This is an optimization exercise on Yosys and OpenROAD, whose aim is small area, not a production implementation. The RTL was checked by simulation tests, not by an equivalence proof against the original design. Power figures rest on the tool's default switching activity, not on a simulated workload. The flow treats the clock pin as an ideal source, which a real chip does not have.

== lane 1 ==
==> flow/design.v (excerpt) <==
module kcpsm6 (address, instruction, bram_enable, in_port, out_port, port_id, write_strobe, k_write_strobe, read_strobe, interrupt, interrupt_ack, sleep, reset, clk) ;
parameter [7:0] 	hwbuild = 8'h00 ;
parameter [11:0] 	interrupt_vector = 12'h3FF ;
parameter integer scratch_pad_memory_size = 64 ;   
output [11:0]	address ;
input	 [17:0]    	instruction ;
output		bram_enable ;
input	 [7:0]	in_port ;
output [7:0]	out_port ;
output [7:0]	port_id ;
output		write_strobe ;
output		k_write_strobe ;
output		read_strobe ;
input			interrupt ;
output		interrupt_ack ;
input			sleep ;
input			reset ;
input			clk ;
function lut_bit(input [63:0] init, input [5:0] idx);
  lut_bit = init[idx];
endfunction
wire	[2:1]		t_state_value ;
wire	[2:1]		t_state ;
wire 			run_value ;
wire              run ;
wire  		internal_reset_value ;
wire 			internal_reset ;
wire 			sync_sleep ;
wire 			int_enable_type ;
wire 			interrupt_enable_value ;
wire			interrupt_enable ;
wire			sync_interrupt ;
wire 			active_interrupt_value ;
wire 			active_interrupt ;
wire	[2:0]		arith_logical_sel ;
wire			arith_carry_in ;
wire			arith_carry_value ;
wire			arith_carry ;
wire 	[7:0]		half_arith_logical ;
wire 	[7:0]		logical_carry_mask ;
wire 	[7:0]		carry_arith_logical ;
wire 	[7:0]		arith_logical_value ;
wire 	[7:0]		arith_logical_result ;
wire 	[7:0]		shift_rotate_value ;
wire 	[7:0]		shift_rotate_result ;
wire			shift_in_bit ;
wire 	[7:0]		alu_result ;
wire 	[1:0]		alu_mux_sel_value ;
wire 	[1:0]		alu_mux_sel ;
wire			strobe_type ;
wire 			write_strobe_value ;
wire 			k_write_strobe_value ;
wire			read_strobe_value ;
wire			flag_enable_type ;
wire			flag_enable_value ;
wire			flag_enable ; 
wire			lower_parity ;
  ...
For scale: ~2900 cells after synthesis, roughly 63 I/O pins.
Settings: LEC_CHECK=0, CAP_MARGIN=20, CORE_MARGIN=2, CORE_UTILIZATION=70, CTS_BUF_LIST=sky130_fd_sc_hd__clkbuf_16, CTS_CLUSTER_DIAMETER=80, CTS_CLUSTER_SIZE=30, PLACE_DENSITY=0.85, SLEW_MARGIN=20, SYNTH_HIERARCHICAL=1, SYNTH_MINIMUM_KEEP_SIZE=0; clock period 9.0 ns.
run.sh (not shown) runs the stock make flow with config.mk's settings and CLKGATE_MAP_FILE= SYNTH_SCRIPT=/design/flow/synth_recipe.tcl, a recipe that flattens the netlist after the stock synthesis.
Both conditions hold for lane 1: the flow ran to the end and the final layout passed the timing, DRC and antenna checks.
#### Input delta (lane 2 over lane 1)
==> flow/flow/run.sh (new file) <==
#!/bin/bash
set -euo pipefail
bash standard.sh \
  "CTS_ARGS=-sink_clustering_enable -repair_clock_nets -sink_clustering_size 30 -sink_clustering_max_diameter 80 -buf_list sky130_fd_sc_hd__clkbuf_16 -dont_use_dummy_load" \
  finish > flow_make.log 2>&1
==> flow/standard.sh (new file) <==
#!/bin/bash
# synth_recipe.tcl (not shown) runs the flow's synth.tcl, then flattens the netlist and writes it again
# the make line also repeats each setting of config.mk as NAME=value (left out here)
make -C /OpenROAD-flow-scripts/flow DESIGN_CONFIG=/design/flow/config.mk WORK_HOME=/design/flow/orfs CLKGATE_MAP_FILE= SYNTH_SCRIPT=/design/flow/synth_recipe.tcl "${@:-finish}"
removed: flow/run.sh
Notes after the runs:
- Taking lane 1 as the reference, in lane 2 internal power summed over all cells lower; maximum clock frequency higher; non-filler instance count after layout lower; shortest period the worst path allows lower; global-route wire length before repair roughly the same.
- There was hardly any difference in sequential power between lane 2 and lane 1.
- Looking at post-route standard cell area excluding fillers, lane 2 sits below lane 1.
- Setup slack of the most critical reg-to-reg path came out higher on lane 2 than on lane 1.
- Looking at area growth from synthesis to final layout, lane 2 sits 0.49 points below lane 1.
- According to the power report, total power for lane 2 is lower than for lane 1.
- Lane 2 vs lane 1 on share of final-layout standard cells stronger than drive strength 1: lane 2 is the lower one.

==> port drivers added, routing unchanged <==
The results above use ideal ports. As a check the final layouts listed here were re-extracted and re-timed, cells and wires unchanged. Step 1: set_driving_cell puts a clkbuf_16 on clk and a buf_2 on each other input, an assumption about the parent block. Step 2 also shifts input and output timing later by t, the mid clock arrival at the registers, as if the neighbouring blocks saw the same clock. Slacks: ideal ports / drivers / drivers and shift; pairs: ideal ports / drivers.
| run | shift t [ns] | setup slack, ns | hold WS [ns] | worst data-port slew with drivers (ns) |
|---|---|---|---|---|
| lane 1 | 0.716 | 1.008 / 0.986 / 0.694 | 0.411 / 0.411 / 0.411 | 0.12 |
| lane 2 | 0.696 | 1.041 / 1.020 / 0.728 | 0.415 / 0.415 / 0.415 | 0.12 |
After both steps setup and hold are still met in every run listed. The setup slack of lane 1, which loses most, moves by -0.022 ns with the drivers and by -0.314 ns with both steps.
